Source: an optimization exercise on an open RTL-to-GDS flow (aim: small area, a short achievable clock period and few clock cycles). Production flows keep margins and buffers that such runs may drop.
At most, simulation tests tie the RTL to the original design; equivalence was not proved.
The RTL of run 6 was laid out without a check of its function.
No activity file was given, so power comes from the tool's default toggle rates.

### design.v
module cordic (
    input  wire        clk,
    input  wire        rst_n,
    input  wire        start,
    input  wire [15:0] x_in,
    input  wire [15:0] y_in,
    input  wire [15:0] z_in,
    output reg         done,
    output wire [15:0] x_out,
    output wire [15:0] y_out,
    output wire [15:0] z_out
);
    reg [15:0] x, y, z;
    reg        busy;
    reg [3:0]  it;            
    wire [3:0] i_x = it, i_y = it, i_z = it;
    function [15:0] add16;
        input [15:0] a, b;
        input ci;
        reg [15:0] p, g, pp, gg;
        begin
            p = a ^ b;
            g = a & b;
            gg = g; pp = p;
            gg[0] = g[0] | (p[0] & ci);
            gg[15] = gg[15] | (pp[15] & gg[14]); pp[15] = pp[15] & pp[14];
            gg[13] = gg[13] | (pp[13] & gg[12]); pp[13] = pp[13] & pp[12];
            gg[11] = gg[11] | (pp[11] & gg[10]); pp[11] = pp[11] & pp[10];
            gg[9] = gg[9] | (pp[9] & gg[8]); pp[9] = pp[9] & pp[8];
            gg[7] = gg[7] | (pp[7] & gg[6]); pp[7] = pp[7] & pp[6];
            gg[5] = gg[5] | (pp[5] & gg[4]); pp[5] = pp[5] & pp[4];
            gg[3] = gg[3] | (pp[3] & gg[2]); pp[3] = pp[3] & pp[2];
            gg[1] = gg[1] | (pp[1] & gg[0]); pp[1] = pp[1] & pp[0];
            gg[15] = gg[15] | (pp[15] & gg[13]); pp[15] = pp[15] & pp[13];
            gg[14] = gg[14] | (pp[14] & gg[13]); pp[14] = pp[14] & pp[13];
            gg[11] = gg[11] | (pp[11] & gg[9]); pp[11] = pp[11] & pp[9];
            gg[10] = gg[10] | (pp[10] & gg[9]); pp[10] = pp[10] & pp[9];
            gg[7] = gg[7] | (pp[7] & gg[5]); pp[7] = pp[7] & pp[5];
            gg[6] = gg[6] | (pp[6] & gg[5]); pp[6] = pp[6] & pp[5];
            gg[3] = gg[3] | (pp[3] & gg[1]); pp[3] = pp[3] & pp[1];
            gg[2] = gg[2] | (pp[2] & gg[1]); pp[2] = pp[2] & pp[1];
            gg[15] = gg[15] | (pp[15] & gg[11]); pp[15] = pp[15] & pp[11];
            gg[14] = gg[14] | (pp[14] & gg[11]); pp[14] = pp[14] & pp[11];
            gg[13] = gg[13] | (pp[13] & gg[11]); pp[13] = pp[13] & pp[11];
            gg[12] = gg[12] | (pp[12] & gg[11]); pp[12] = pp[12] & pp[11];
            gg[7] = gg[7] | (pp[7] & gg[3]); pp[7] = pp[7] & pp[3];
            gg[6] = gg[6] | (pp[6] & gg[3]); pp[6] = pp[6] & pp[3];
            gg[5] = gg[5] | (pp[5] & gg[3]); pp[5] = pp[5] & pp[3];
            gg[4] = gg[4] | (pp[4] & gg[3]); pp[4] = pp[4] & pp[3];
            gg[15] = gg[15] | (pp[15] & gg[7]); pp[15] = pp[15] & pp[7];
            gg[14] = gg[14] | (pp[14] & gg[7]); pp[14] = pp[14] & pp[7];
            gg[13] = gg[13] | (pp[13] & gg[7]); pp[13] = pp[13] & pp[7];
            gg[12] = gg[12] | (pp[12] & gg[7]); pp[12] = pp[12] & pp[7];
            gg[11] = gg[11] | (pp[11] & gg[7]); pp[11] = pp[11] & pp[7];
            gg[10] = gg[10] | (pp[10] & gg[7]); pp[10] = pp[10] & pp[7];
            gg[9] = gg[9] | (pp[9] & gg[7]); pp[9] = pp[9] & pp[7];
            gg[8] = gg[8] | (pp[8] & gg[7]); pp[8] = pp[8] & pp[7];
            add16 = p ^ {gg[14:0], ci};
        end
    endfunction
    function [15:0] zadd;
        input [3:0] i;
        input neg;
        begin
            case ({neg, i})
                {1'b0, 4'd0}: zadd = 16'he000;   
                {1'b1, 4'd0}: zadd = 16'h2000;   
                {1'b0, 4'd1}: zadd = 16'hed1c;   
                {1'b1, 4'd1}: zadd = 16'h12e4;   
                {1'b0, 4'd2}: zadd = 16'hf605;   
                {1'b1, 4'd2}: zadd = 16'h09fb;   
                {1'b0, 4'd3}: zadd = 16'hfaef;   
                {1'b1, 4'd3}: zadd = 16'h0511;   
                {1'b0, 4'd4}: zadd = 16'hfd75;   
                {1'b1, 4'd4}: zadd = 16'h028b;   
                {1'b0, 4'd5}: zadd = 16'hfeba;   
                {1'b1, 4'd5}: zadd = 16'h0146;   
                {1'b0, 4'd6}: zadd = 16'hff5d;   
                {1'b1, 4'd6}: zadd = 16'h00a3;   
                {1'b0, 4'd7}: zadd = 16'hffaf;   
                {1'b1, 4'd7}: zadd = 16'h0051;   
                {1'b0, 4'd8}: zadd = 16'hffd7;   
                {1'b1, 4'd8}: zadd = 16'h0029;   
                {1'b0, 4'd9}: zadd = 16'hffec;   
                {1'b1, 4'd9}: zadd = 16'h0014;   
                {1'b0, 4'd10}: zadd = 16'hfff6;   
                {1'b1, 4'd10}: zadd = 16'h000a;   
                {1'b0, 4'd11}: zadd = 16'hfffb;   
                {1'b1, 4'd11}: zadd = 16'h0005;   
                default: zadd = 16'h0000;
            endcase
        end
    endfunction
    function signed [15:0] shr;
        input signed [15:0] v;
        input [3:0] s;
        begin
            shr = v >>> s;
        end
    endfunction
    wire        neg = z[15];
    wire [15:0] xs  = shr(x, i_x);
    wire [15:0] ys  = shr(y, i_y);
    wire [15:0] xn  = add16(x, neg ? ys : ~ys, ~neg);
    wire [15:0] yn  = add16(y, neg ? ~xs : xs, neg);
    wire [15:0] zn  = add16(z, zadd(i_z, neg), 1'b0);
    always @(posedge clk) begin
        if (start) begin
            x <= x_in;
            y <= y_in;
            z <= z_in;
        end else begin
            x <= xn;
            y <= yn;
            z <= zn;
        end
    end
    always @(posedge clk) begin
        if (start) it <= 4'd0;
        else       it <= it + 4'd1;
    end
    wire last = it == 4'd11;
    always @(posedge clk or negedge rst_n) begin
        if (!rst_n) begin
            busy <= 1'b0;
            done <= 1'b0;
        end else begin
            done <= busy && last;
            if (start)     busy <= 1'b1;
            else if (last) busy <= 1'b0;
        end
    end
    assign x_out = x;
    assign y_out = y;
    assign z_out = z;
endmodule
### flow/run.sh
#!/bin/bash
# The standard layout with these changes:
# - synthesis is the standard script, with ABC's mapping script replaced by
#   flow/abc_map.script and without the step that maps adders to full- and
#   half-adder cells, so ABC maps the adders' logic itself (the registers are
#   mapped before ABC runs and are the standard synthesis's);
# - the port buffers are made from the smallest buffer cell;
# - timing repair aims at a setup slack of 7 ns.
set -euo pipefail
here=$(pwd)
{
  head -n 1 synth_recipe.tcl
  echo "proc abc {args} { set i [lsearch \$args -script]; lset args [expr {\$i + 1}] $here/flow/abc_map.script; yosys abc {*}\$args }"
  tail -n +2 synth_recipe.tcl
} > flow_synth.tcl
export BUFFER_PORTS_ARGS="-buffer_cell sky130_fd_sc_hd__buf_1"
bash standard.sh SYNTH_SCRIPT="$here/flow_synth.tcl" ADDER_MAP_FILE= SETUP_SLACK_MARGIN=7 finish > standard.log 2>&1
### flow/abc_map.script
strash
balance
rewrite
refactor
balance
rewrite
rewrite -z
balance
refactor -z
rewrite -z
balance
dch
map -a
topo
buffer -c
upsize -c
dnsize -c
### standard.sh
#!/bin/bash
# synth_recipe.tcl (not shown) runs the flow's synth.tcl, then flattens the netlist and writes it again
# the make line also repeats each setting of config.mk as NAME=value (left out here)
make -C /OpenROAD-flow-scripts/flow DESIGN_CONFIG=/design/flow/config.mk WORK_HOME=/design/flow/orfs CLKGATE_MAP_FILE= SYNTH_SCRIPT=/design/flow/synth_recipe.tcl "${@:-finish}"
### config.mk
export PLATFORM = sky130hd
export DESIGN_NAME = cordic
export DESIGN_NICKNAME = cordic
export VERILOG_FILES = /design/flow/design.v
export SDC_FILE = /design/flow/constraint.sdc
export NUM_CORES = 4
export LEC_CHECK = 0
export CAP_MARGIN = 20
export CORE_MARGIN = 2
export CORE_UTILIZATION = 40
export CTS_BUF_LIST = sky130_fd_sc_hd__clkbuf_4 sky130_fd_sc_hd__clkbuf_8
export CTS_CLUSTER_DIAMETER = 100
export CTS_CLUSTER_SIZE = 30
export SLEW_MARGIN = 20
### constraint.sdc
create_clock -name core_clock -period 10.0 [get_ports {clk}]
set_input_delay 2.0000 -clock core_clock [delete_from_list [all_inputs] [get_ports {clk}]]
set_output_delay 2.0000 -clock core_clock [all_outputs]
set_load 0.01 [all_outputs]
==> run_results.csv, run 1 <==
group,metric,value,unit
synth,syn-cell-area,5340,um2
synth,ys_seq_elements,54,
critical_path,cp.arrival,3.57,ns
finish,mostFrequentLayoutCells,"nand2_1, nor2_1, buf_1, inv_1, buf_4",
routing,vias,6592,
routing,post-route-drc-count,0,
synth,synth.area.top_cells,"dfxtp_1, nand2_1, nor2_1",
placed_design,place_hpwl,11100,um
cts,cts_hold_buf,0,
synth,syn_inst,921,
floorplan,boundaryPins,100,
synth,synth-edff-count,0,
routing,dr.pass1.iters,7,
critical_path,worstSetupEndpointType,"register",
synth,synth_top_area_cell,"dfxtp_1",
cts,root_buffer,"clkbuf_8",
synth,ys_async_sr_fraction,0.03704,
grt,overflow,0,
floorplan,fp.dieH,119.5,um
synth,yosysTopAreaCellShare,0.1949,
grt,first_global_vias,5966,
timing,fmax,302.9,MHz
cts,clock_path_buffers,2,
finish,layout-drive-gt1-share,0.2788,
timing,worst_pin_slew,0.4897,ns
floorplan,start_util,0.4065,
flow_run,drv_cap,0,
grt,track_usage,0.2430,
timing,finalCritPeriodShare,0.3301,
synth,yosys_warnings,1,
cts,clkTransAtPathRegs,0.12,ns
finish,diodes,0,
cts,clock-sinks,54,
timing,final_hold_viol_count,0,
synth,synth-main-ff-cell,"dfxtp_1",
critical_path,worstSetupPathType,"reg -> reg",
grt,grt_max_degree,82,
pwr,power.leakage,3.524,nW
routing,wl_per_cell,14.51,um
timing,setup_viol,0,
timing,rsz0062_at_grt,"true",
finish,final_common_cell,"nand2_1",
placed_design,gp_congestion,0.8967,
placed_design,port_buffers,99,
critical_path,worst-path-max-fanout,7,
routing,drt_iter0_drc,408,
cts,insertion_delay,0.36,ns
finish,syn_to_final_growth,43.49,%
synth,synth_area_per_cell,5.798,um2
routing,routed_via_density,5.162,
grt,antenna_found_initial,1,
routing,antenna_left,0,
outcome,outcome,"finished clean",
routing,drt-total-wl,18530,um
timing,drv_slew,0,
cts,cts_tree,"done",
floorplan,dieArea,14290,um2
timing,timing.slew.headroom,0.6729,
floorplan,fp.dieW,119.5,um
timing,timing.setup.tns,0,ns
critical_path,start_kind,"register",
finish,fin_nets,1151,
finish,utilization,0.5832,
critical_path,critPathRequiredTime,10.27,ns
pwr,fin_total_pwr,3.179,mW
pwr,power.density,414.9,nW/um2
timing,min_period,3.301,ns
cts,htree_levels,2,
cts,numCtsBuffers,5,
pwr,ir_worst_vdd,0.0001758,V
floorplan,core_area,13140,um2
floorplan,rows,42,
timing,clock_skew,0.01240,ns
grt,grt_pass1_wl,28190,um
min_path,min_path_type,"reg -> reg",
synth,ys_seq_area_frac,0.2043,
synth,postSynthNetCount,972,
synth,ys_types,51,
==> Yosys cell counts (all sizes together), types with 2 or more instances <==
library cell	n
clkinv	2
o221ai	8
a31oi	2
a21oi	60
xnor2	13
and3	2
a22oi	3
dfxtp	52
o211ai	7
o31ai	11
nand4	3
a311oi	3
nor3	11
inv	113
buf	26
or2	3
nor2	177
a22o	3
and2	3
o21ai	112
nand3	13
dfrtp	2
xor2	52
clkbuf	15
nand2	215
==> cells by family after synthesis <==
group / after synthesis / share of synthesized area
buffers and inverters: 156 / 0.1200
DFF: 54 / 0.2043
xor gates and xnor gates: 65 / 0.1080
adders and majority gates: 1 / 0.001874
AOI/OAI and AO/OA: 218 / 0.2456
and+or+nand+nor: 427 / 0.3203
==> area by class of cell <==
class	count	area (um2)
timing repair inverter	1	7.507
sequential	54	1114
multi-input combinational	711	4242
clock buffer	5	68.82
tap	176	220.2
timing repair buffer	212	1483
clock inverter	3	47.55
inverter	115	480.5
fill	1286	5475
==> where the power goes <==
| part | leakage, nW | switching (mW) | internal (mW) |
|---|---|---|---|
| Clock | 0.0587 | 0.0903 | 0.0762 |
| Combinational | 3.00 | 1.43 | 1.16 |
| Sequential | 0.464 | 0.0983 | 0.321 |
==> timing repair <==
action / in CTS / in global routing
hold endpoints to repair: 0 / 0
endpoints found under the setup margin: 50 / 44
resized for setup: 109 / 119
cloned: 7 / 1
buffers inserted: 60 / 43
pin swaps: 44 / 81
==> flip-flops by register name, indices dropped and copies added (netlist names) <==
register,flops
x,16
y,16
z,16
it,4
busy,1
done,1
==> through the flow <==
step / cell area, um2 / instances / hold slack [ns] / setup slack, ns
3_5_place_dp: 5748 / 1158 / 0.4919 / 5.855
3_3_place_gp: 5748 / 1158 / 0.4851 / 6.002
6_report: 7662 / 1277 / 0.5183 / 6.699
4_1_cts: 6897 / 1233 / 0.5208 / 6.886
2_1_floorplan: 5340 / 921 / 0.4550 / 7.015
5_1_grt: 7662 / 1277 / 0.5833 / 6.548
==> final timing paths <==
kind	endpoint	slack [ns]	cells after the start	from
setup / recovery	x[1]$_DFF_P_	6.70	24	it[0]$_SDFF_PP0_
hold / removal	busy$_DFFE_PN0P_	0.52	2	busy$_DFFE_PN0P_
setup reg to reg	x[1]$_DFF_P_	6.70	24	it[0]$_SDFF_PP0_
hold reg to reg	busy$_DFFE_PN0P_	0.52	2	busy$_DFFE_PN0P_
max in group asynchronous	done$_DFF_PN0_	8.46	1	rst_n
min in group asynchronous	busy$_DFFE_PN0P_	1.40	1	rst_n
==> worst max-delay path, stage by stage, from the launching register on <==
cell and delay [ns]:
dfxtp_4 0.41, buf_12 0.15, buf_16 0.14, o21ai_4 0.15, nand2_1 0.12, nand2_2 0.13, nand2_2 0.08, o21ai_4 0.08
nand2_2 0.07, o21ai_2 0.07, xor2_2 0.19, xor2_1 0.24, nand2_2 0.10, buf_4 0.14, buf_6 0.10, buf_4 0.12
buf_4 0.12, buf_6 0.10, buf_4 0.12, buf_6 0.10, buf_4 0.12, buf_4 0.12, buf_4 0.12, nand2_2 0.05
o21ai_2 0.05
==> per-layer routing <==
layer | global-route usage | part of all wire
met1 | 0.2976 | 0.40
met2 | 0.4254 | 0.50
met5 | 0 | 0.00070
met4 | 0.09853 | 0.037
met3 | 0.03660 | 0.061
Testbench counts, summed over its fixed seeds: cycles 12,488.
==> run 2, diff against run 1 <==
--- a/flow/run.sh
+++ b/flow/run.sh
@@ -5,7 +5,8 @@
 #   half-adder cells, so ABC maps the adders' logic itself (the registers are
 #   mapped before ABC runs and are the standard synthesis's);
 # - the port buffers are made from the smallest buffer cell;
-# - timing repair aims at a setup slack of 7 ns.
+# - timing repair aims at a setup slack of 6.5 ns;
+# - clock tree synthesis adds no dummy loads.
 set -euo pipefail
 here=$(pwd)
 {
@@ -14,4 +15,5 @@
   tail -n +2 synth_recipe.tcl
 } > flow_synth.tcl
 export BUFFER_PORTS_ARGS="-buffer_cell sky130_fd_sc_hd__buf_1"
-bash standard.sh SYNTH_SCRIPT="$here/flow_synth.tcl" ADDER_MAP_FILE= SETUP_SLACK_MARGIN=7 finish > standard.log 2>&1
+cts_args="-sink_clustering_enable -repair_clock_nets -sink_clustering_size 30 -sink_clustering_max_diameter 100 -buf_list {sky130_fd_sc_hd__clkbuf_4 sky130_fd_sc_hd__clkbuf_8} -dont_use_dummy_load"
+bash standard.sh CTS_ARGS="$cts_args" SYNTH_SCRIPT="$here/flow_synth.tcl" ADDER_MAP_FILE= SETUP_SLACK_MARGIN=6.5 finish > standard.log 2>&1
==> flow/abc_map.script (replaced) <==
strash
balance
rewrite
refactor
balance
rewrite
rewrite -z
balance
refactor -z
rewrite -z
balance
&get -n
&st
&dch
&nf -R 100 -p
&put
buffer -c
topo
upsize -c
dnsize -c
==> run_results.csv, run 2 <==
group,metric,value,unit
finish,fin_cells,999,
flow_run,drv_cap,0,
critical_path,start_kind,"register",
critical_path,r2r_start,"it[0]$_SDFF_PP0_",
floorplan,fp.dieH,118.3,um
timing,worst_pin_slew,0.8488,ns
cts,clock-sinks,54,
floorplan,fp.dieW,118.3,um
finish,syn_to_final_growth,17.06,%
floorplan,rows,41,
synth,syn_inst,737,
finish,largest_registers,"x (16), y (16), z (16)",
finish,mostFrequentLayoutCells,"nand2_1, buf_1, o21ai_0, xnor2_1, nor2_1",
cts,root_buffer,"clkbuf_8",
synth,yosysTopAreaCellShare,0.1994,
timing,timing.slew.headroom,0.4341,
synth,synth_top_area_cell,"dfxtp_1",
critical_path,critPathRequiredTime,10.24,ns
routing,wl_per_cell,15.10,um
timing,drv_slew,0,
synth,ys_async_sr_fraction,0.03704,
timing,clock_skew,0.01547,ns
placed_design,gp_congestion,0.9204,
floorplan,boundaryPins,100,
pwr,ir_worst_vdd,0.0001443,V
timing,min_period,3.281,ns
cts,htree_levels,2,
cts,insertion_delay,0.34,ns
grt,track_usage,0.2088,
critical_path,worstSetupPathType,"reg -> reg",
synth,yosys_warnings,1,
placed_design,place_hpwl,10980,um
finish,final_common_cell,"nand2_1",
cts,clkTransAtPathRegs,0.10,ns
cts,cts_tree,"done",
synth,syn-cell-area,5221,um2
routing,drt-total-wl,15080,um
grt,grt_pass1_wl,24310,um
routing,routed_via_density,5.439,
cts,clock_path_buffers,2,
synth,synth-main-ff-cell,"dfxtp_1",
synth,synth_area_per_cell,7.084,um2
synth,yosysMostFrequentCell,"nand2_1",
timing,rsz0062_at_grt,"false",
synth,synth-edff-count,0,
floorplan,dieArea,13980,um2
critical_path,critPathLaunch,"it[0]$_SDFF_PP0_",
finish,fin_nets,880,
pwr,power.density,420.6,nW/um2
min_path,min_path_type,"reg -> reg",
timing,final_hold_viol_count,0,
routing,post-route-drc-count,0,
grt,grt_max_degree,93,
routing,vias,5434,
timing,setup_viol,0,
finish,diodes,0,
min_path,worstHoldStart,"busy$_DFFE_PN0P_",
finish,fill_cells,1373,
synth,ys_seq_area_frac,0.2090,
routing,drt_iter0_drc,384,
timing,finalCritPeriodShare,0.3281,
critical_path,cp.arrival,3.52,ns
timing,timing.setup.tns,0,ns
placed_design,placed_cells,972,
timing,fmax,304.8,MHz
floorplan,core_area,12670,um2
grt,antenna_found_initial,0,
grt,first_global_vias,5034,
grt,overflow,0,
outcome,outcome,"finished clean",
cts,numCtsBuffers,5,
floorplan,start_util,0.4121,
synth,synth_common_cells,"nand2_1, o21ai_0, xnor2_1",
pwr,power.leakage,2.370,nW
routing,antenna_left,0,
finish,layout-drive-gt1-share,0.1137,
synth,postSynthNetCount,788,
critical_path,worst-path-max-fanout,24,
synth,synth.area.top_cells,"dfxtp_1, xnor2_1, nand2_1",
placed_design,port_buffers,99,
critical_path,worstSetupEndpointType,"register",
routing,dr.pass1.iters,5,
synth,ys_types,63,
synth,ys_seq_elements,54,
-- run 2: cell types whose count changed after synthesis, moves of 16 or more --
cell | previous run | this run
o21ai_1 | 56 | 17
o21ai_0 | 47 | 86
xor2_1 | 51 | 33
nand2_1 | 210 | 142
inv_2 | 21 | 1
inv_1 | 92 | 24
nand2b_1 | 0 | 16
mux2i_1 | 0 | 20
nor2_1 | 170 | 58
xnor2_1 | 13 | 61
nor2b_1 | 0 | 19
-- run 2: worst paths after layout --
| path | endpoint | slack, ns | cells past startpoint |
|---|---|---|---|
| max in group asynchronous | busy$_DFFE_PN0P_ | 8.44 | 1 |
| min in group asynchronous | done$_DFF_PN0_ | 1.42 | 1 |
| worst max register to register | z[14]$_DFF_P_ | 6.72 | 14 |
| worst max-delay path | z[14]$_DFF_P_ | 6.72 | 14 |
| worst min register to register | busy$_DFFE_PN0P_ | 0.47 | 1 |
| worst min-delay path | busy$_DFFE_PN0P_ | 0.47 | 1 |
-- run 2: power by group --
group | internal (mW) | switching [mW]
sequential | 0.325 | 0.150
clock | 0.0455 | 0.0733
combinational | 0.865 | 1.11
-- run 2: kinds of logic after synthesis --
logic type | Yosys count | share of synthesized area
AOI/OAI and AO/OA | 217 | 0.2650
muxes | 37 | 0.07644
DFF | 54 | 0.2090
and+or+nand+nor | 260 | 0.2150
adders and majority gates | 9 | 0.01797
xor gates and xnor gates | 94 | 0.1577
buffers and inverters | 66 | 0.05895
-- run 2: what timing repair did --
| action | in CTS | in global routing |
|---|---|---|
| pin swaps | 0 | 6 |
| buffers inserted | 6 | 13 |
| setup endpoints to repair | 42 | 27 |
| gates resized for setup | 20 | 46 |
| cloned | 0 | 3 |
| hold endpoints to repair | 0 | 0 |
| hold buffers | 0 | 0 |
-- run 2: worst max-delay path: stages, from the launching register on --
cell and delay [ns]:
dfxtp_4 0.38, buf_12 0.17, nor2_2 0.25, nor2_1 0.12
a2111o_1 0.41, and3_1 0.20, nor2_1 0.16, a21o_1 0.14
and2_1 0.14, a21o_1 0.18, a31oi_4 0.14, o221ai_4 0.33
a21oi_1 0.13, xnor2_1 0.15, mux2_2 0.26
-- run 2: cell type report --
class,count,area (um2),share of cell area
multi-input combinational,617,3920,0.6414
sequential,54,1107,0.1812
timing repair buffer,126,690.7,0.1130
tap,172,215.2,0.03521
inverter,25,110.1,0.01801
clock buffer,5,68.82,0.01126
-- run 2: metal layers --
layer  share of wire  track usage
met1            0.43       0.2593
met2            0.50       0.3743
met3           0.053      0.03282
met4           0.016      0.05196
met5               0            0
-- run 2: metrics by stage --
step | power, mW | utilization | hold WS (ns) | setup slack (ns) | area [um2]
after floorplan | 1.966 | - | 0.4419 | 6.946 | 5221
after global placement | 2.323 | 0.4446 | 0.4517 | 5.707 | 5633
after detailed placement | 2.354 | 0.4446 | 0.4590 | 5.538 | 5633
after CTS | 2.497 | 0.4581 | 0.4807 | 6.501 | 5804
after global routing | 2.840 | 0.4824 | 0.4978 | 6.497 | 6112
final | 2.571 | 0.4824 | 0.4741 | 6.719 | 6112
==> run 3, diff against run 2 <==
==> flow/abc_map.script (replaced) <==
strash
balance
rewrite
refactor
balance
rewrite
rewrite -z
balance
refactor -z
rewrite -z
balance
dch
amap
topo
buffer -c
upsize -c
dnsize -c
==> run_results.csv, run 3 <==
group,metric,value,unit
floorplan,fp.dieH,115.0,um
finish,layout-drive-gt1-share,0.1300,
routing,drt_iter0_drc,541,
finish,fin_cells,1039,
critical_path,crit_slowest_cell,"dfxtp_4",
routing,top_layer_used,"met4",
routing,vias,5889,
routing,routed_via_density,5.668,
critical_path,critical_path.most_common_cell,"nor2_1",
finish,final_common_cell,"nor2_1",
synth,synth.area.top_cells,"dfxtp_1, nor2_1, a21oi_1",
finish,fill_cells,1289,
timing,setup_viol,0,
synth,synth_area_per_cell,6.174,um2
placed_design,placed_cells,1003,
floorplan,fp.dieW,115.0,um
grt,grt_pass1_wl,23340,um
placed_design,place_hpwl,10500,um
cts,insertion_delay,0.35,ns
critical_path,worst_r2r_endpoint,"x[14]$_DFF_P_",
grt,overflow,0,
routing,post-route-drc-count,0,
placed_design,gp_congestion,0.9538,
timing,clock_skew,0.02591,ns
placed_design,port_buffers,99,
synth,ys_seq_elements,54,
cts,htree_levels,2,
cts,clock-sinks,54,
grt,antenna_found_initial,0,
flow_run,drv_cap,0,
cts,clkTransAtPathRegs,0.10,ns
floorplan,start_util,0.4102,
synth,synth_common_cells,"nor2_1, a21oi_1, nand2_1",
finish,design_area,6030,um2
cts,cts_tree,"done",
timing,timing.setup.tns,0,ns
synth,syn-cell-area,4927,um2
cts,root_buffer,"clkbuf_8",
critical_path,reg2reg_slack,6.59,ns
pwr,ir_worst_vdd,0.0001523,V
critical_path,worst-path-max-fanout,8,
routing,dr.pass1.iters,6,
floorplan,rows,40,
cts,numCtsBuffers,5,
synth,postSynthNetCount,849,
routing,wl_met1,7535,um
critical_path,rr_worst_depth,19,
timing,fin_ws,6.591,ns
finish,largest_registers,"x (16), y (16), z (16)",
critical_path,cpPeakStageDelay,0.46,ns
timing,rsz0062_at_grt,"true",
finish,multi_input_area,3714,um2
timing,fmax,293.4,MHz
floorplan,boundaryPins,100,
synth,syn_inst,798,
finish,diodes,0,
routing,antenna_left,0,
finish,fin_nets,945,
synth,yosys_warnings,1,
min_path,min_path_type,"reg -> reg",
floorplan,dieArea,13220,um2
synth,synth-edff-count,0,
timing,drv_slew,0,
routing,wl_met3,1285,um
critical_path,r2r_start,"it[0]$_SDFF_PP0_",
finish,mostFrequentLayoutCells,"nor2_1, buf_1, nand2_1, a21oi_1, o21ai_0",
cts,clock_path_buffers,2,
critical_path,worstSetupEndpointType,"register",
min_path,worstHoldStart,"busy$_DFFE_PN0P_",
routing,wl_per_cell,14.98,um
critical_path,critPathRequiredTime,10.19,ns
routing,dr_wl_met2,6515,um
synth,ys_seq_area_frac,0.2214,
grt,first_global_vias,4854,
timing,timing.slew.headroom,0.5154,
outcome,outcome,"finished clean",
synth,synth_top_area_cell,"dfxtp_1",
floorplan,core_area,12010,um2
synth,ys_types,49,
timing,min_period,3.409,ns
routing,drt-total-wl,15570,um
synth,synth-main-ff-cell,"dfxtp_1",
timing,worst_pin_slew,0.7269,ns
pwr,power.leakage,2.322,nW
grt,track_usage,0.2169,
synth,ys_async_sr_fraction,0.03704,
grt,grt_max_degree,77,
critical_path,crit_chain,"clkinv_8 > o22ai_4 > nor2_1 > a221oi_2 > o221ai_2 > o21a_1 > nand2_1 > o21ai_2 > nor2_2 > a21o_1 > nor2_1 > nor2_2 > o32ai_4 > a311oi_4 > inv_2 > a21oi_2 > nor2_1 > a21oi_1 > o21ai_1",
critical_path,worstSetupPathType,"reg -> reg",
min_path,hold_depth,2,
finish,syn_to_final_growth,22.37,%
timing,final_hold_viol_count,0,
placed_design,dp_slack,5.559,ns
synth,yosysMostFrequentCell,"nor2_1",
pwr,power.density,365.3,nW/um2
critical_path,cp.arrival,3.60,ns
timing,finalCritPeriodShare,0.3409,
placed_design,placed_area,5314,um2
synth,yosysTopAreaCellShare,0.2113,
critical_path,start_kind,"register",
min_path,min_to,"done$_DFF_PN0_",
finish,regArea,1106,um2
finish,utilization,0.5020,
## run 3: kinds of logic after synthesis
kind of cell	after synthesis	synth area share
AOI/OAI and AO/OA	345	0.4485
and+or+nand+nor	296	0.2417
buffers and inverters	101	0.08481
DFF	54	0.2214
xor gates and xnor gates	2	0.003556
## run 3: metrics by stage
step           hold slack (ns)  total power, mW
2_1_floorplan           0.4689            1.567
3_3_place_gp            0.5108            1.872
3_5_place_dp            0.5176            1.877
4_1_cts                 0.5332            2.022
5_1_grt                 0.5562            2.430
6_report                0.5257            2.203
## run 3: area by class of cell
class | instances | share of cell area
clock buffers | 5 | 0.01141
inverters | 54 | 0.03860
repair buffers | 132 | 0.1160
repair inverters | 3 | 0.004150
flip-flops and latches | 54 | 0.1834
well taps | 147 | 0.03050
multi-input cells | 644 | 0.6159
## run 3: per-layer routing
metal,vias up,global-route usage
met5,-,0
met4,0,0.05141
met3,31,0.04323
met2,253,0.3204
met1,2557,0.3232
li1,3048,-
## run 3: critical path: cells and delay by family, from the launching register on
kind | cells | cell delay, ns
DFF | 1 | 0.46
AOI/OAI and AO/OA | 11 | 1.90
and+or+nand+nor | 6 | 0.63
buffers and inverters | 2 | 0.26
## run 3: worst max-delay path by stage
stage / start / to / slack [ns]
global placement: it[0]$_SDFF_PP0_ / y[15]$_DFF_P_ / 5.59
floorplan: it[0]$_SDFF_PP0_ / y[15]$_DFF_P_ / 6.93
detailed placement: it[0]$_SDFF_PP0_ / y[15]$_DFF_P_ / 5.56
finish: it[0]$_SDFF_PP0_ / x[14]$_DFF_P_ / 6.59
global route: it[0]$_SDFF_PP0_ / x[14]$_DFF_P_ / 6.38
CTS: it[1]$_SDFF_PP0_ / z[14]$_DFF_P_ / 6.51
## run 3: report_power, final
group / switching, mW / internal, mW / leakage, nW
registers: 0.118 / 0.311 / 0.463
logic: 1.02 / 0.630 / 1.82
clock network: 0.0774 / 0.0455 / 0.0359
## run 3: repair_timing
action / CTS / global route
resized for setup: 18 / 80
setup endpoints to repair: 48 / 44
buffers inserted: 8 / 17
pin swaps: 4 / 27
hold buffers: 0 / 0
cloned: 3 / 3
==> run 4, diff against run 3 <==
--- a/flow/abc_map.script
+++ b/flow/abc_map.script
@@ -10,7 +10,7 @@
 rewrite -z
 balance
 dch
-amap
+map -a
 topo
 buffer -c
 upsize -c
==> run_results.csv, run 4 <==
group,metric,value,unit
outcome,outcome,"finished clean",
critical_path,critPathRequiredTime,8.00,ns
cts,cts_tree,"done",
synth,yosys_warnings,1,
routing,post-route-drc-count,0,
critical_path,start_kind,"register",
critical_path,critPathBufInv,2,
floorplan,rows,42,
timing,drv_slew,0,
routing,wl_per_cell,13.06,um
cts,insertion_delay,0.35,ns
critical_path,worst-path-max-fanout,26,
critical_path,crit_chain,"buf_4 > buf_1",
timing,worst_pin_slew,0.6046,ns
synth,ys_types,51,
synth,synth_top_area_cell,"dfxtp_1",
finish,fin_nets,1046,
synth,ys_async_sr_fraction,0.03704,
timing,final_hold_viol_count,0,
floorplan,fp.dieH,119.5,um
flow_run,drv_cap,0,
critical_path,cpPeakStageDelay,0.36,ns
timing,fmax,306.9,MHz
synth,synth.area.top_cells,"dfxtp_1, nand2_1, nor2_1",
finish,layout-drive-gt1-share,0.07754,
grt,track_usage,0.2078,
finish,fin_cells,1169,
timing,clock_skew,0.03131,ns
grt,overflow,0,
min_path,min_path_type,"reg -> reg",
cts,clock_path_buffers,2,
timing,whs,0.5142,ns
routing,drt_iter0_drc,322,
pwr,power.density,380.1,nW/um2
floorplan,start_util,0.4065,
synth,synth-main-ff-cell,"dfxtp_1",
finish,syn_to_final_growth,12.07,%
floorplan,fp.dieW,119.5,um
critical_path,crit_slowest_cell,"dfxtp_1",
synth,yosysMostFrequentCell,"nand2_1",
finish,design_area,5984,um2
floorplan,dieArea,14290,um2
critical_path,cp.arrival,1.26,ns
synth,syn-cell-area,5340,um2
finish,largest_registers,"x (16), y (16), z (16)",
cts,cts_hold_buf,0,
synth,synth_common_cells,"nand2_1, nor2_1, inv_1",
pwr,power.leakage,2.776,nW
grt,first_global_vias,5313,
finish,final_common_cell,"nand2_1",
placed_design,gp_congestion,0.8967,
placed_design,port_buffers,99,
critical_path,worstSetupEndpointType,"output port",
cts,clkTransAtPathRegs,0.12,ns
routing,drt-total-wl,15270,um
cts,clock-sinks,54,
timing,timing.setup.tns,0,ns
critical_path,worstSetupPathType,"reg -> out",
routing,routed_via_density,5.024,
pwr,fin_total_pwr,2.275,mW
cts,numCtsBuffers,5,
placed_design,placed_cells,1158,
timing,finalCritPeriodShare,0.3258,
critical_path,path_delay_family,"buffers and inverters",
finish,utilization,0.4555,
routing,antenna_left,0,
placed_design,dp_slack,5.855,ns
synth,synth-edff-count,0,
grt,antenna_found_initial,0,
finish,diodes,0,
cts,htree_levels,2,
timing,fin_ws,6.742,ns
routing,dr.pass1.iters,5,
timing,timing.slew.headroom,0.5964,
synth,yosysTopAreaCellShare,0.1949,
synth,synth_area_per_cell,5.798,um2
grt,grt_max_degree,81,
synth,ys_seq_area_frac,0.2043,
floorplan,boundaryPins,100,
placed_design,placed_area,5748,um2
pwr,ir_worst_vdd,0.0001461,V
cts,root_buffer,"clkbuf_8",
floorplan,core_area,13140,um2
timing,min_period,3.258,ns
timing,setup_viol,0,
timing,rsz0062_at_grt,"true",
synth,syn_inst,921,
grt,grt_pass1_wl,24450,um
synth,ys_seq_elements,54,
placed_design,place_hpwl,11100,um
synth,postSynthNetCount,972,
finish,mostFrequentLayoutCells,"nand2_1, nor2_1, buf_1, inv_1, a21oi_1",
routing,vias,5873,
[run 4: cell types whose count changed after synthesis, moves of 11 or more]
cell / change
nand2_1: +120
xor2_1: +51
o21ai_0: -39
inv_2: +16
inv_1: +44
o22a_1: -40
a21oi_1: -38
o22ai_1: -33
o21ai_1: +33
xnor2_1: +11
nor2b_1: -17
[run 4: repair_timing]
| item | in CTS | in global routing |
|---|---|---|
| cloned | 0 | 3 |
| endpoints found under the setup margin | 33 | 35 |
| resized for setup | 9 | 24 |
| setup buffers | 0 | 3 |
[run 4: final cells by class]
cell class	instances	area (um2)
Clock buffer	5	68.82
Fill cell	1511	7153
Inverter	115	455.4
Multi-Input combinational cell	711	3638
Sequential cell	54	1106
Tap cell	176	220.2
Timing Repair Buffer	107	488.0
Timing Repair inverter	1	7.507
[run 4: cells by family (layout without fill, tap and decap cells)]
| family | count (synthesis) | in the layout | share of synthesized area |
|---|---|---|---|
| AO/OA/AOI/OAI | 218 | 218 | 0.2456 |
| XOR/XNOR | 65 | 65 | 0.1080 |
| adder cells (fa/ha/maj) | 1 | 1 | 0.001874 |
| buffers and inverters | 156 | 228 | 0.1200 |
| flip-flops | 54 | 54 | 0.2043 |
| AND/OR/NAND/NOR | 427 | 427 | 0.3203 |
[run 4: worst paths after layout]
path,start,end,slack (ns),cells after the start
worst max-delay path,z[15]$_DFF_P_,z_out[15],6.74,2
worst min-delay path,busy$_DFFE_PN0P_,busy$_DFFE_PN0P_,0.51,2
worst max register to register,it[3]$_SDFF_PP0_,z[13]$_DFF_P_,6.78,18
worst min register to register,busy$_DFFE_PN0P_,busy$_DFFE_PN0P_,0.51,2
max in group asynchronous,rst_n,busy$_DFFE_PN0P_,8.44,1
min in group asynchronous,rst_n,done$_DFF_PN0_,1.42,1
[run 4: worst register-to-register path, cell delays in order, from the launching register on]
cell	delay (ns)
dfxtp_4	0.46
inv_4	0.32
nor2_1	0.17
a2111o_1	0.42
nand3_1	0.08
inv_1	0.05
or2_1	0.21
nor2_1	0.14
nor2_1	0.06
inv_2	0.05
nand2_1	0.06
nand2_2	0.09
a311o_1	0.21
nand4_1	0.12
nand2_2	0.15
inv_2	0.08
o31ai_2	0.19
xor2_1	0.17
o21ai_1	0.07
[run 4: power breakdown]
| group | switching [mW] | internal (mW) |
|---|---|---|
| Clock | 0.0756 | 0.0455 |
| Sequential | 0.0909 | 0.318 |
| Combinational | 1.10 | 0.643 |
[run 4: metal layers]
metal / up-vias / track usage / wire, um
li1: 3102 / - / -
met1: 2576 / 0.2621 / 6947
met2: 171 / 0.3657 / 7269
met3: 24 / 0.02852 / 764
met4: 0 / 0.06544 / 289
met5: - / 0 / 0
==> run 5, diff against run 4 <==
--- a/config.mk
+++ b/config.mk
@@ -7,7 +7,7 @@
 export LEC_CHECK = 0
 export CAP_MARGIN = 20
 export CORE_MARGIN = 2
-export CORE_UTILIZATION = 40
+export CORE_UTILIZATION = 30
 export CTS_BUF_LIST = sky130_fd_sc_hd__clkbuf_4 sky130_fd_sc_hd__clkbuf_8
 export CTS_CLUSTER_DIAMETER = 100
 export CTS_CLUSTER_SIZE = 30
==> run_results.csv, run 5 <==
group,metric,value,unit
floorplan,fp.dieW,137.4,um
synth,yosysMostFrequentCell,"nand2_1",
routing,wl_per_cell,13.09,um
placed_design,placed_cells,1207,
placed_design,dp_slack,5.915,ns
routing,post-route-drc-count,0,
placed_design,gp_congestion,0.9032,
synth,syn_inst,921,
finish,diodes,0,
pwr,power.density,378.6,nW/um2
finish,syn_to_final_growth,13.07,%
timing,whs,0.5157,ns
timing,setup_viol,0,
critical_path,worst-path-max-fanout,26,
finish,multi_input_area,3638,um2
timing,timing.setup.tns,0,ns
critical_path,cpPeakStageDelay,0.36,ns
grt,grt_max_degree,82,
placed_design,place_hpwl,11890,um
critical_path,critPathRequiredTime,8.00,ns
placed_design,placed_area,5809,um2
cts,htree_levels,2,
synth,synth_area_per_cell,5.798,um2
routing,vias,5909,
timing,finalCritPeriodShare,0.3278,
timing,final_hold_viol_count,0,
critical_path,critPathBufInv,2,
critical_path,path_delay_family,"buffers and inverters",
timing,rsz0062_at_grt,"true",
floorplan,dieArea,18880,um2
critical_path,cp.arrival,1.28,ns
finish,largest_registers,"x (16), y (16), z (16)",
synth,syn-cell-area,5340,um2
synth,synth_top_area_cell,"dfxtp_1",
synth,ys_seq_elements,54,
synth,ys_types,51,
synth,ys_async_sr_fraction,0.03704,
outcome,outcome,"finished clean",
pwr,power.leakage,2.780,nW
finish,final_common_cell,"nand2_1",
floorplan,start_util,0.3077,
timing,worst_pin_slew,0.6308,ns
critical_path,start_kind,"register",
cts,clock-sinks,54,
synth,synth.area.top_cells,"dfxtp_1, nand2_1, nor2_1",
cts,clkTransAtPathRegs,0.11,ns
routing,dr.pass1.iters,5,
critical_path,crit_chain,"buf_4 > buf_1",
critical_path,worstSetupPathType,"reg -> out",
critical_path,worstSetupEndpointType,"output port",
placed_design,port_buffers,99,
grt,track_usage,0.1702,
cts,clock_path_buffers,2,
floorplan,core_area,17360,um2
finish,design_area,6038,um2
timing,fin_ws,6.722,ns
finish,regArea,1104,um2
grt,overflow,0,
timing,fmax,305.0,MHz
finish,layout-drive-gt1-share,0.08141,
timing,drv_slew,0,
cts,cts_tree,"done",
cts,root_buffer,"clkbuf_8",
floorplan,rows,48,
finish,fin_nets,1048,
routing,drt_iter0_drc,448,
timing,min_period,3.278,ns
pwr,fin_total_pwr,2.286,mW
min_path,min_path_type,"reg -> reg",
routing,routed_via_density,4.843,
routing,drt-total-wl,15970,um
flow_run,drv_cap,0,
floorplan,boundaryPins,100,
synth,synth_common_cells,"nand2_1, nor2_1, inv_1",
grt,grt_pass1_wl,25560,um
grt,first_global_vias,5452,
pwr,ir_worst_vdd,0.0001381,V
grt,antenna_found_initial,0,
synth,ys_seq_area_frac,0.2043,
floorplan,fp.dieH,137.4,um
finish,utilization,0.3479,
timing,clock_skew,0.01921,ns
synth,yosysTopAreaCellShare,0.1949,
finish,fin_cells,1220,
routing,antenna_left,0,
synth,postSynthNetCount,972,
cts,numCtsBuffers,5,
timing,timing.slew.headroom,0.5795,
synth,yosys_warnings,1,
cts,insertion_delay,0.35,ns
synth,synth-edff-count,0,
finish,mostFrequentLayoutCells,"nand2_1, nor2_1, buf_1, inv_1, a21oi_1",
cts,cts_hold_buf,0,
finish,fill_cells,2003,
critical_path,crit_slowest_cell,"dfxtp_1",
synth,synth-main-ff-cell,"dfxtp_1",
run 5: cell types whose count changed in the layout (fill, tap and decap cells not counted), sizes merged:
cell    previous run  this run
buf              104       108
inv              111       112
clkinv             3         2
clkbuf             8         6
run 5: final cells by class:
class	count	share of cell area
multi-input cells	711	0.6026
flip-flops and latches	54	0.1828
repair buffers	109	0.08040
inverters	115	0.07501
well taps	225	0.04662
clock buffers	5	0.01140
repair inverters	1	0.001243
run 5: worst min-delay path, cell delays in order, from the launching register on:
cell     delay, ns
dfrtp_1       0.35
o21ai_0       0.08
nand2_1       0.06
run 5: logic make-up (layout without fill, tap and decap cells):
family,Yosys count,after routing,synth area share
simple gates,427,427,0.3203
compound gates,218,218,0.2456
buf+inv,156,230,0.1200
xor+xnor,65,65,0.1080
flops,54,54,0.2043
fa+ha+maj,1,1,0.001874
run 5: final timing paths:
check	start	to	slack [ns]	depth (start not counted)
max	z[15]$_DFF_P_	z_out[15]	6.72	2
min	busy$_DFFE_PN0P_	busy$_DFFE_PN0P_	0.52	2
max reg2reg	it[0]$_SDFF_PP0_	y[13]$_DFF_P_	6.76	20
min reg2reg	busy$_DFFE_PN0P_	busy$_DFFE_PN0P_	0.52	2
max in group asynchronous	rst_n	done$_DFF_PN0_	8.38	1
min in group asynchronous	rst_n	busy$_DFFE_PN0P_	1.46	1
run 5: power breakdown:
group | switching (mW) | internal, mW | leakage [nW]
registers | 0.0916 | 0.318 | 0.463
clock network | 0.0789 | 0.0456 | 0.0359
logic | 1.11 | 0.641 | 2.28
total | 1.28 | 1.01 | 2.78
run 5: layer usage:
layer  routed length [um]  vias up  track usage
li1                     -     3102            -
met1                 7156     2623       0.2120
met2                 7777      164       0.3046
met3                  770       20      0.02391
met4                  267        0      0.04754
met5                    0        -            0
run 5: what timing repair did:
| action | 4_1_cts | 5_1_grt |
|---|---|---|
| setup endpoints to repair | 38 | 33 |
| setup buffers | 2 | 4 |
| gates resized for setup | 9 | 22 |
| cloned | 1 | 1 |
==> run 6, diff against run 5 <==
--- a/design.v
+++ b/design.v
@@ -99,10 +99,10 @@
         end
     endfunction
     wire        neg = z[15];
-    wire [15:0] xs  = shr(x, i_x);
-    wire [15:0] ys  = shr(y, i_y);
-    wire [15:0] xn  = add16(x, neg ? ys : ~ys, ~neg);
-    wire [15:0] yn  = add16(y, neg ? ~xs : xs, neg);
+    wire [15:0] xsi = shr(neg ? ~x : x, i_x);    
+    wire [15:0] ysi = shr(neg ? y : ~y, i_y);    
+    wire [15:0] xn  = add16(x, ysi, ~neg);
+    wire [15:0] yn  = add16(y, xsi, neg);
     wire [15:0] zn  = add16(z, zadd(i_z, neg), 1'b0);
     always @(posedge clk) begin
         if (start) begin
--- a/config.mk
+++ b/config.mk
@@ -7,7 +7,7 @@
 export LEC_CHECK = 0
 export CAP_MARGIN = 20
 export CORE_MARGIN = 2
-export CORE_UTILIZATION = 30
+export CORE_UTILIZATION = 40
 export CTS_BUF_LIST = sky130_fd_sc_hd__clkbuf_4 sky130_fd_sc_hd__clkbuf_8
 export CTS_CLUSTER_DIAMETER = 100
 export CTS_CLUSTER_SIZE = 30
==> run_results.csv, run 6 <==
group,metric,value,unit
pwr,power.density,406.3,nW/um2
min_path,hold_depth,2,
floorplan,fp.dieW,118.7,um
synth,syn-cell-area,5259,um2
synth,synth_top_area_cell,"dfxtp_1",
finish,syn_to_final_growth,16.63,%
critical_path,cp.arrival,3.51,ns
cts,cts_tree,"done",
critical_path,worst-path-max-fanout,7,
critical_path,critPathRequiredTime,10.19,ns
placed_design,placed_area,5664,um2
finish,fin_nets,1045,
routing,drt_iter0_drc,515,
finish,mostFrequentLayoutCells,"nand2_1, nor2_1, buf_1, inv_1, o21ai_0",
timing,fmax,300.6,MHz
finish,fill_cells,1409,
finish,layout-drive-gt1-share,0.07762,
cts,insertion_delay,0.33,ns
grt,top_usage_layer,"met1",
grt,grt.met2_usage,0.3082,
finish,utilization,0.4821,
flow_run,drv_cap,0,
synth,ys_seq_area_frac,0.2075,
critical_path,start_kind,"register",
placed_design,place_hpwl,11210,um
timing,worst_pin_slew,0.7241,ns
floorplan,dieArea,14080,um2
grt,overflow,0,
floorplan,start_util,0.4134,
synth,yosysTopAreaCellShare,0.1980,
critical_path,worstSetupEndpointType,"register",
critical_path,crit_slowest_cell,"dfxtp_4",
synth,ys_async_sr_fraction,0.03704,
timing,setup_viol,0,
routing,routed_via_density,5.030,
grt,antenna_found_initial,0,
finish,design_area,6133,um2
cts,clock_path_buffers,2,
finish,largest_registers,"x (16), y (16), z (16)",
synth,yosysMostFrequentCell,"nand2_1",
floorplan,fp.dieH,118.7,um
critical_path,worstSetupPathType,"reg -> reg",
synth,synth.area.top_cells,"dfxtp_1, nand2_1, nor2_1",
pwr,ir_worst_vdd,0.0002117,V
timing,finalCritPeriodShare,0.3326,
cts,root_buffer,"clkbuf_8",
synth,synth-main-ff-cell,"dfxtp_1",
critical_path,r2r_start,"z[15]$_DFF_P_",
synth,ys_types,53,
min_path,min_path_type,"reg -> reg",
routing,antenna_left,0,
finish,multi_input_area,3752,um2
synth,synth_area_per_cell,5.817,um2
timing,min_period,3.326,ns
cts,clock-sinks,54,
critical_path,crit_chain,"buf_12 > xor2_1 > inv_1 > o21ai_1 > nand2_1 > a31oi_2 > o21ai_2 > xor2_2 > nand2_1 > o21a_1 > or2_4 > nand2_4 > a21oi_4 > or3_4 > nand2_8 > inv_4 > nor3_4 > nor3_2 > xor2_1 > o21ai_1",
floorplan,rows,41,
min_path,min_to,"busy$_DFFE_PN0P_",
timing,timing.setup.tns,0,ns
routing,vias,5855,
floorplan,boundaryPins,100,
synth,ys_seq_elements,54,
timing,timing.slew.headroom,0.5172,
synth,postSynthNetCount,955,
pwr,power.leakage,2.838,nW
outcome,outcome,"finished clean",
placed_design,gp_congestion,0.9293,
critical_path,path_delay_family,"simple AND/OR/NAND/NOR gates",
timing,rsz0062_at_grt,"true",
timing,whs,0.5239,ns
grt,grt_pass1_wl,24830,um
grt,grt_max_degree,75,
grt,first_global_vias,5073,
grt,track_usage,0.2128,
timing,drv_slew,0,
grt,grtUsageMet3,0.04054,
routing,wl_per_cell,13.51,um
grt,met1_usage,0.3228,
timing,clock_skew,0.01873,ns
finish,final_common_cell,"nand2_1",
critical_path,reg2reg_slack,6.67,ns
cts,clkTransAtPathRegs,0.10,ns
routing,dr.pass1.iters,5,
timing,final_hold_viol_count,0,
synth,yosys_warnings,1,
finish,diodes,0,
synth,synth_common_cells,"nand2_1, nor2_1, inv_1, o21ai_0, dfxtp_1",
critical_path,critPathLaunch,"z[15]$_DFF_P_",
finish,regArea,1104,um2
critical_path,cpPeakStageDelay,0.43,ns
synth,syn_inst,904,
routing,post-route-drc-count,0,
critical_path,critPathBufInv,3,
synth,synth-edff-count,0,
critical_path,worst_r2r_endpoint,"y[13]$_DFF_P_",
cts,cts_hold_buf,0,
cts,numCtsBuffers,5,
floorplan,core_area,12720,um2
min_path,worstHoldStart,"busy$_DFFE_PN0P_",
critical_path,rr_worst_depth,20,
cts,htree_levels,2,
routing,drt-total-wl,15720,um
placed_design,port_buffers,99,
## run 6: changes by cell type after synthesis, sizes merged, moves of 6 or more
cell / delta
a21oi: -11
a31oi: +11
and2: +11
buf: -6
clkbuf: +6
inv: -25
nand2: +25
nand3: +12
nor2: -27
o21ai: -9
o22ai: +7
o31ai: -8
xnor2: +11
xor2: -8
## run 6: routing by layer
layer / vias to the layer above / part of all wire / routed length (um)
li1: 3087 / - / -
met3: 25 / 0.071 / 1118
met2: 217 / 0.41 / 6464
met5: - / 0 / 0
met4: 0 / 0.014 / 226
met1: 2526 / 0.50 / 7915
## run 6: through the flow
| stage | setup slack (ns) | instances | power, mW |
|---|---|---|---|
| finish | 6.674 | 1164 | 2.492 |
| global route | 6.428 | 1164 | 2.770 |
| CTS | 6.427 | 1148 | 2.342 |
| detailed placement | 5.617 | 1139 | 2.179 |
| global placement | 5.762 | 1139 | 2.184 |
| floorplan | 7.028 | 904 | 1.817 |
## run 6: area by class of cell
type	count	area share
repair inverters	2	0.002040
inverters	89	0.05794
well taps	172	0.03509
multi-input cells	720	0.6118
clock buffers	5	0.01122
flip-flops and latches	54	0.1799
repair buffers	122	0.1020
## run 6: kinds of logic (layout without fill, tap and decap cells)
logic type | count (synthesis) | count (layout) | share of synthesized area
compound gates | 202 | 202 | 0.2222
xor+xnor | 68 | 68 | 0.1147
buf+inv | 130 | 218 | 0.1061
flops | 54 | 54 | 0.2075
mux | 4 | 4 | 0.007852
simple gates | 446 | 446 | 0.3417
## run 6: worst max path at each step
stage	end	slack, ns	cells after the start
2_1_floorplan	x[11]$_DFF_P_	7.03	5
3_3_place_gp	z[13]$_DFF_P_	5.76	24
3_5_place_dp	z[13]$_DFF_P_	5.62	24
4_1_cts	z[13]$_DFF_P_	6.43	20
5_1_grt	z[13]$_DFF_P_	6.43	21
6_report	y[13]$_DFF_P_	6.67	20
## run 6: worst reg2reg max path: stages, from the launching register on
cell	delay, ns
dfxtp_4	0.43
buf_12	0.15
xor2_1	0.16
inv_1	0.08
o21ai_1	0.21
nand2_1	0.13
a31oi_2	0.27
o21ai_2	0.13
xor2_2	0.16
nand2_1	0.08
o21a_1	0.12
or2_4	0.24
nand2_4	0.08
a21oi_4	0.06
or3_4	0.37
nand2_8	0.11
inv_4	0.05
nor3_4	0.11
nor3_2	0.05
xor2_1	0.13
o21ai_1	0.07
## run 6: where the power goes
group | leakage, nW | internal [mW] | switching, mW
logic | 2.34 | 0.756 | 1.18
registers | 0.462 | 0.322 | 0.117
clock network | 0.0359 | 0.0455 | 0.0739
## run 6: repair_timing
item | CTS | global route
gates cloned | 2 | 3
pin swaps | 0 | 2
gates resized for setup | 12 | 37
setup endpoints to repair | 44 | 31
setup buffers | 2 | 13
==> run 7, diff against run 6 <==
--- a/design.v
+++ b/design.v
@@ -99,10 +99,10 @@
         end
     endfunction
     wire        neg = z[15];
-    wire [15:0] xsi = shr(neg ? ~x : x, i_x);    
-    wire [15:0] ysi = shr(neg ? y : ~y, i_y);    
-    wire [15:0] xn  = add16(x, ysi, ~neg);
-    wire [15:0] yn  = add16(y, xsi, neg);
+    wire [15:0] xs  = shr(x, i_x);
+    wire [15:0] ys  = shr(y, i_y);
+    wire [15:0] xn  = add16(x, neg ? ys : ~ys, ~neg);
+    wire [15:0] yn  = add16(y, neg ? ~xs : xs, neg);
     wire [15:0] zn  = add16(z, zadd(i_z, neg), 1'b0);
     always @(posedge clk) begin
         if (start) begin
--- a/flow/run.sh
+++ b/flow/run.sh
@@ -5,7 +5,7 @@
 #   half-adder cells, so ABC maps the adders' logic itself (the registers are
 #   mapped before ABC runs and are the standard synthesis's);
 # - the port buffers are made from the smallest buffer cell;
-# - timing repair aims at a setup slack of 6.5 ns;
+# - timing repair aims at a setup slack of 6.2 ns;
 # - clock tree synthesis adds no dummy loads.
 set -euo pipefail
 here=$(pwd)
@@ -16,4 +16,4 @@
 } > flow_synth.tcl
 export BUFFER_PORTS_ARGS="-buffer_cell sky130_fd_sc_hd__buf_1"
 cts_args="-sink_clustering_enable -repair_clock_nets -sink_clustering_size 30 -sink_clustering_max_diameter 100 -buf_list {sky130_fd_sc_hd__clkbuf_4 sky130_fd_sc_hd__clkbuf_8} -dont_use_dummy_load"
-bash standard.sh CTS_ARGS="$cts_args" SYNTH_SCRIPT="$here/flow_synth.tcl" ADDER_MAP_FILE= SETUP_SLACK_MARGIN=6.5 finish > standard.log 2>&1
+bash standard.sh CTS_ARGS="$cts_args" SYNTH_SCRIPT="$here/flow_synth.tcl" ADDER_MAP_FILE= SETUP_SLACK_MARGIN=6.2 finish > standard.log 2>&1
==> run_results.csv, run 7 <==
group,metric,value,unit
pwr,power.leakage,2.727,nW
timing,drv_slew,0,
timing,timing.setup.tns,0,ns
synth,ys_seq_elements,54,
routing,wl_per_cell,12.37,um
placed_design,placed_cells,1158,
synth,syn-cell-area,5340,um2
critical_path,worstSetupPathType,"reg -> reg",
min_path,hold_depth,2,
critical_path,worst-path-max-fanout,33,
finish,layout-drive-gt1-share,0.06687,
pwr,ir_worst_vdd,0.0001461,V
timing,fmax,289.9,MHz
timing,final_hold_viol_count,0,
finish,largest_registers,"x (16), y (16), z (16)",
routing,dr_wl_met2,6938,um
placed_design,gp_congestion,0.8967,
timing,setup_viol,0,
cts,cts_tree,"done",
critical_path,start_kind,"register",
timing,timing.slew.headroom,0.4197,
cts,htree_levels,2,
critical_path,cp.arrival,3.68,ns
grt,overflow,0,
synth,synth_area_per_cell,5.798,um2
grt,grt_pass1_wl,24400,um
pwr,power.density,386.6,nW/um2
critical_path,rr_worst_depth,20,
synth,yosysMostFrequentCell,"nand2_1",
timing,clock_skew,0.03384,ns
finish,fin_nets,1040,
cts,numCtsBuffers,5,
routing,wl_met3,584,um
routing,drt-total-wl,14390,um
finish,mostFrequentLayoutCells,"nand2_1, nor2_1, buf_1, inv_1, a21oi_1",
synth,synth_common_cells,"nand2_1, nor2_1, inv_1",
finish,fill_cells,1521,
placed_design,placed_area,5748,um2
floorplan,fp.dieW,119.5,um
synth,synth.area.top_cells,"dfxtp_1, nand2_1, nor2_1",
critical_path,critPathRequiredTime,10.23,ns
synth,yosys_warnings,1,
timing,min_period,3.450,ns
finish,final_common_cell,"nand2_1",
pwr,fin_total_pwr,2.259,mW
routing,top_layer_used,"met4",
synth,ys_seq_area_frac,0.2043,
synth,postSynthNetCount,972,
synth,yosysTopAreaCellShare,0.1949,
critical_path,worstSetupEndpointType,"register",
grt,grt_max_degree,81,
cts,insertion_delay,0.35,ns
placed_design,place_hpwl,11100,um
routing,vias,5793,
floorplan,rows,42,
grt,antenna_found_initial,0,
routing,post-route-drc-count,0,
synth,ys_async_sr_fraction,0.03704,
flow_run,drv_cap,0,
finish,diodes,0,
finish,utilization,0.4448,
synth,synth_top_area_cell,"dfxtp_1",
routing,dr.pass1.iters,5,
synth,ys_types,51,
floorplan,core_area,13140,um2
routing,wl_met1,6598,um
placed_design,port_buffers,99,
finish,regArea,1104,um2
finish,syn_to_final_growth,9.419,%
timing,finalCritPeriodShare,0.3450,
cts,clock_path_buffers,2,
cts,clock-sinks,54,
outcome,outcome,"finished clean",
cts,root_buffer,"clkbuf_8",
floorplan,start_util,0.4065,
grt,first_global_vias,5304,
routing,routed_via_density,4.981,
finish,multi_input_area,3611,um2
timing,rsz0062_at_grt,"false",
cts,clkTransAtPathRegs,0.12,ns
cts,cts_hold_buf,0,
synth,syn_inst,921,
floorplan,boundaryPins,100,
grt,track_usage,0.2073,
routing,drt_iter0_drc,291,
finish,design_area,5843,um2
synth,synth-edff-count,0,
critical_path,reg2reg_slack,6.55,ns
finish,fin_cells,1163,
timing,worst_pin_slew,0.8695,ns
floorplan,fp.dieH,119.5,um
synth,synth-main-ff-cell,"dfxtp_1",
min_path,min_path_type,"reg -> reg",
routing,antenna_left,0,
floorplan,dieArea,14290,um2
==> run 7: power by group <==
group / switching [mW] / leakage, nW / internal [mW]
clock network: 0.0760 / 0.0359 / 0.0455
registers: 0.0916 / 0.463 / 0.318
logic: 1.09 / 2.23 / 0.635
total: 1.26 / 2.73 / 0.999
==> run 7: logic make-up (layout without fill, tap and decap cells) <==
group / after synthesis / in the layout / share of synthesized area
adders and majority gates: 1 / 1 / 0.001874
and+or+nand+nor: 427 / 427 / 0.3203
buffers and inverters: 156 / 222 / 0.1200
AOI/OAI and AO/OA: 218 / 218 / 0.2456
DFF: 54 / 54 / 0.2043
xor gates and xnor gates: 65 / 65 / 0.1080
==> run 7: area by class of cell <==
class,instances,share of cell area
Multi-Input combinational cell,711,0.6180
Sequential cell,54,0.1889
Inverter,115,0.07473
Timing Repair Buffer,102,0.06895
Tap cell,176,0.03769
Clock buffer,5,0.01178
==> run 7: final timing paths <==
check,start,end
worst min-delay path,busy$_DFFE_PN0P_,busy$_DFFE_PN0P_
min in group asynchronous,rst_n,done$_DFF_PN0_
max in group asynchronous,rst_n,busy$_DFFE_PN0P_
worst max-delay path,it[2]$_SDFF_PP0_,z[13]$_DFF_P_
worst max register to register,it[2]$_SDFF_PP0_,z[13]$_DFF_P_
worst min register to register,busy$_DFFE_PN0P_,busy$_DFFE_PN0P_
==> run 7: stage by stage <==
step / setup WS, ns / hold WS [ns]
final: 6.550 / 0.5239
after floorplan: 7.015 / 0.4550
after global routing: 6.236 / 0.5833
after detailed placement: 5.855 / 0.4919
after global placement: 6.002 / 0.4851
after CTS: 6.298 / 0.5209
==> run 7: worst max-delay path: stages (launching register included) <==
cell and delay, ns:
dfxtp_4 0.47, inv_4 0.28, nand2_2 0.20, a21oi_2 0.29, o22ai_1 0.14, nor2_1 0.18
inv_1 0.08, nor3_2 0.22, nor2_1 0.08, nor2_1 0.12, nor2_1 0.07, inv_2 0.05
nand2_1 0.06, nand2_2 0.09, a311o_1 0.22, nand4_1 0.12, nand2_2 0.15, inv_2 0.07
o31ai_2 0.19, xor2_1 0.17, o21ai_1 0.07
==> run 7: per-layer routing <==
metal	GRT usage	up-vias
li1	-	3087
met2	0.3639	142
met1	0.2622	2539
met5	0	-
met3	0.02852	25
met4	0.06544	0
==> run 7: repair_timing <==
item,CTS,global route
resized for setup,3,12
setup endpoints to repair,24,25
gates cloned,0,0
hold endpoints to repair,0,0
setup buffers,0,0
Testbench counts of run 7, summed over its fixed seeds: cycles 12,488.
==> run 8, diff against run 7 <==
--- a/flow/abc_map.script
+++ b/flow/abc_map.script
@@ -10,7 +10,7 @@
 rewrite -z
 balance
 dch
-map -a
+amap
 topo
 buffer -c
 upsize -c
==> run_results.csv, run 8 <==
group,metric,value,unit
finish,utilization,0.4681,
grt,overflow,0,
cts,clock-sinks,54,
timing,rsz0062_at_grt,"false",
cts,cts_tree,"done",
finish,layout-drive-gt1-share,0.06948,
routing,dr.pass1.iters,5,
critical_path,crit_chain,"buf_12 > nor2_1 > a222oi_1 > nor2_1 > a21oi_1 > o22ai_1 > nor2_1 > a21oi_1 > nor2_1 > nor2_1 > o32ai_2 > a311oi_4 > inv_2 > a31oi_1 > nand2_1 > o21ai_0 > o21ai_1",
flow_run,drv_cap,0,
synth,yosysTopAreaCellShare,0.2113,
grt,grt_pass1_wl,22490,um
cts,numCtsBuffers,5,
placed_design,port_buffers,99,
synth,synth_common_cells,"nor2_1, a21oi_1, nand2_1",
finish,regArea,1100,um2
synth,synth-main-ff-cell,"dfxtp_1",
synth,postSynthNetCount,849,
routing,routed_via_density,5.501,
synth,syn-cell-area,4927,um2
timing,finalCritPeriodShare,0.3507,
synth,ys_async_sr_fraction,0.03704,
cts,clkTransAtPathRegs,0.10,ns
grt,grt_max_degree,77,
placed_design,place_hpwl,10500,um
grt,track_usage,0.2090,
floorplan,boundaryPins,100,
outcome,outcome,"finished clean",
synth,yosysMostFrequentCell,"nor2_1",
critical_path,critical_path.most_common_cell,"nor2_1",
timing,min_period,3.507,ns
synth,syn_inst,798,
synth,ys_seq_elements,54,
cts,insertion_delay,0.34,ns
timing,fmax,285.1,MHz
floorplan,core_area,12010,um2
routing,antenna_left,0,
finish,fin_nets,931,
timing,worst_pin_slew,0.7179,ns
routing,post-route-drc-count,0,
routing,drt_iter0_drc,428,
synth,synth_top_area_cell,"dfxtp_1",
finish,fill_cells,1328,
grt,antenna_found_initial,0,
critical_path,cpPeakStageDelay,0.45,ns
timing,final_hold_viol_count,0,
timing,timing.slew.headroom,0.5214,
floorplan,fp.dieH,115.0,um
routing,wl_per_cell,14.03,um
synth,synth_area_per_cell,6.174,um2
finish,final_common_cell,"nor2_1",
floorplan,start_util,0.4102,
critical_path,worstSetupPathType,"reg -> reg",
finish,diodes,0,
critical_path,worstSetupEndpointType,"register",
critical_path,critPathBufInv,2,
pwr,ir_worst_vdd,0.0001491,V
cts,root_buffer,"clkbuf_8",
min_path,min_path_type,"reg -> reg",
grt,first_global_vias,4705,
critical_path,worst-path-max-fanout,19,
finish,mostFrequentLayoutCells,"nor2_1, buf_1, a21oi_1, nand2_1, o21ai_0",
routing,drt-total-wl,14390,um
synth,synth.area.top_cells,"dfxtp_1, nor2_1, a21oi_1",
synth,ys_types,49,
cts,htree_levels,2,
timing,clock_skew,0.02687,ns
synth,ys_seq_area_frac,0.2214,
floorplan,fp.dieW,115.0,um
floorplan,dieArea,13220,um2
finish,multi_input_area,3452,um2
critical_path,crit_slowest_cell,"a311oi_4",
critical_path,critPathRequiredTime,10.21,ns
critical_path,cp.arrival,3.72,ns
placed_design,gp_congestion,0.9538,
synth,synth-edff-count,0,
routing,vias,5639,
finish,largest_registers,"x (16), y (16), z (16)",
pwr,power.leakage,2.199,nW
synth,yosys_warnings,1,
timing,drv_slew,0,
critical_path,start_kind,"register",
finish,syn_to_final_growth,14.12,%
cts,clock_path_buffers,2,
floorplan,rows,40,
timing,setup_viol,0,
pwr,power.density,364.4,nW/um2
critical_path,path_delay_family,"compound AO/OA/AOI/OAI gates",
timing,timing.setup.tns,0,ns
[run 8: cell count changes in the layout (fill, tap and decap cells not counted), sizes merged, moves of 11 or more]
cell   delta
xor2     -52
buf      +17
xnor2    -11
o22ai    +34
nand2   -125
a21oi    +39
inv      -62
nor2b    +17
o22a     +40
[run 8: cells by family after synthesis]
| kind of cell | after synthesis | share of synthesized area |
|---|---|---|
| compound gates | 345 | 0.4485 |
| xor+xnor | 2 | 0.003556 |
| buf+inv | 101 | 0.08481 |
| flops | 54 | 0.2214 |
| simple gates | 296 | 0.2417 |
[run 8: metal layers]
layer / track usage / share of wire / vias up
li1: - / - / 3014
met4: 0.05060 / 0.012 / 0
met2: 0.3016 / 0.41 / 206
met5: 0 / 0 / -
met1: 0.3164 / 0.50 / 2403
met3: 0.04217 / 0.078 / 16
[run 8: final cells by class]
type,count,share of cell area
Timing Repair inverter,1,0.001335
Clock buffer,5,0.01224
Timing Repair Buffer,121,0.1057
Multi-Input combinational cell,643,0.6139
Tap cell,147,0.03271
Sequential cell,54,0.1956
Inverter,54,0.03850
[run 8: worst register-to-register path, delay by kind of cell (launching register included)]
family          cells  cell delay, ns
buf+inv             2            0.27
compound gates      9            1.72
flops               1            0.37
simple gates        6            1.02
[run 8: power breakdown]
| part | switching [mW] | leakage, nW | total [mW] | internal [mW] |
|---|---|---|---|---|
| clock | 0.0764 | 0.0359 | 0.122 | 0.0455 |
| combinational | 0.927 | 1.70 | 1.50 | 0.577 |
| sequential | 0.112 | 0.462 | 0.423 | 0.311 |
[run 8: path summary, 6_finish.rpt]
kind	startpoint	to	slack, ns	cells past startpoint
max	it[1]$_SDFF_PP0_	x[15]$_DFF_P_	6.49	17
min	busy$_DFFE_PN0P_	done$_DFF_PN0_	0.53	2
max reg2reg	it[1]$_SDFF_PP0_	x[15]$_DFF_P_	6.49	17
min reg2reg	busy$_DFFE_PN0P_	done$_DFF_PN0_	0.53	2
max in group asynchronous	rst_n	busy$_DFFE_PN0P_	8.43	1
min in group asynchronous	rst_n	done$_DFF_PN0_	1.43	1
[run 8: repair_timing]
action / CTS / global route
setup endpoints to repair: 44 / 32
buffers inserted: 2 / 13
hold buffers: 0 / 0
pin swaps: 0 / 4
gates resized for setup: 6 / 23
cloned: 1 / 1
[run 8: stage by stage]
stage / total power [mW] / area [um2] / hold slack [ns] / setup slack [ns] / instances
2_1_floorplan: 1.567 / 4927 / 0.4689 / 6.932 / 798
3_3_place_gp: 1.872 / 5314 / 0.5108 / 5.585 / 1003
6_report: 2.049 / 5623 / 0.5335 / 6.493 / 1025
3_5_place_dp: 1.877 / 5314 / 0.5176 / 5.559 / 1003
4_1_cts: 2.007 / 5415 / 0.5332 / 6.195 / 1011
5_1_grt: 2.288 / 5623 / 0.5562 / 6.204 / 1025

port drivers added, routing unchanged:
Ports are ideal in the flow. The routed layouts listed here were re-timed in OpenROAD. Step 1: set_driving_cell puts a clkbuf_16 on clk and a buf_2 on each other input, an assumption about the parent block. Step 2 also shifts input and output timing later by t, the mid clock arrival at the registers, as if the neighbouring blocks saw the same clock. Three values: ideal, step 1, step 2; two values: the first two.
run	t (ns)	setup WS [ns]	worst setup path at the end	pins driven straight from the clock port
run 1	0.392	6.699 / 6.699 / 6.699	register to register	1
run 2	0.361	6.719 / 6.719 / 6.696	input to register	1
run 3	0.369	6.591 / 6.591 / 6.591	register to register	1
run 4	0.369	6.742 / 6.707 / 6.482	input to register	1
run 5	0.372	6.722 / 6.686 / 6.490	input to register	1
run 6	0.359	6.674 / 6.674 / 6.664	input to register	1
run 7	0.371	6.550 / 6.550 / 6.214	input to register	1
run 8	0.365	6.493 / 6.493 / 6.271	input to register	1
After both steps every run listed still meets setup and hold. For run 7, which loses most, drivers alone change the setup slack by 0.000 ns; drivers and shift together by -0.336 ns.
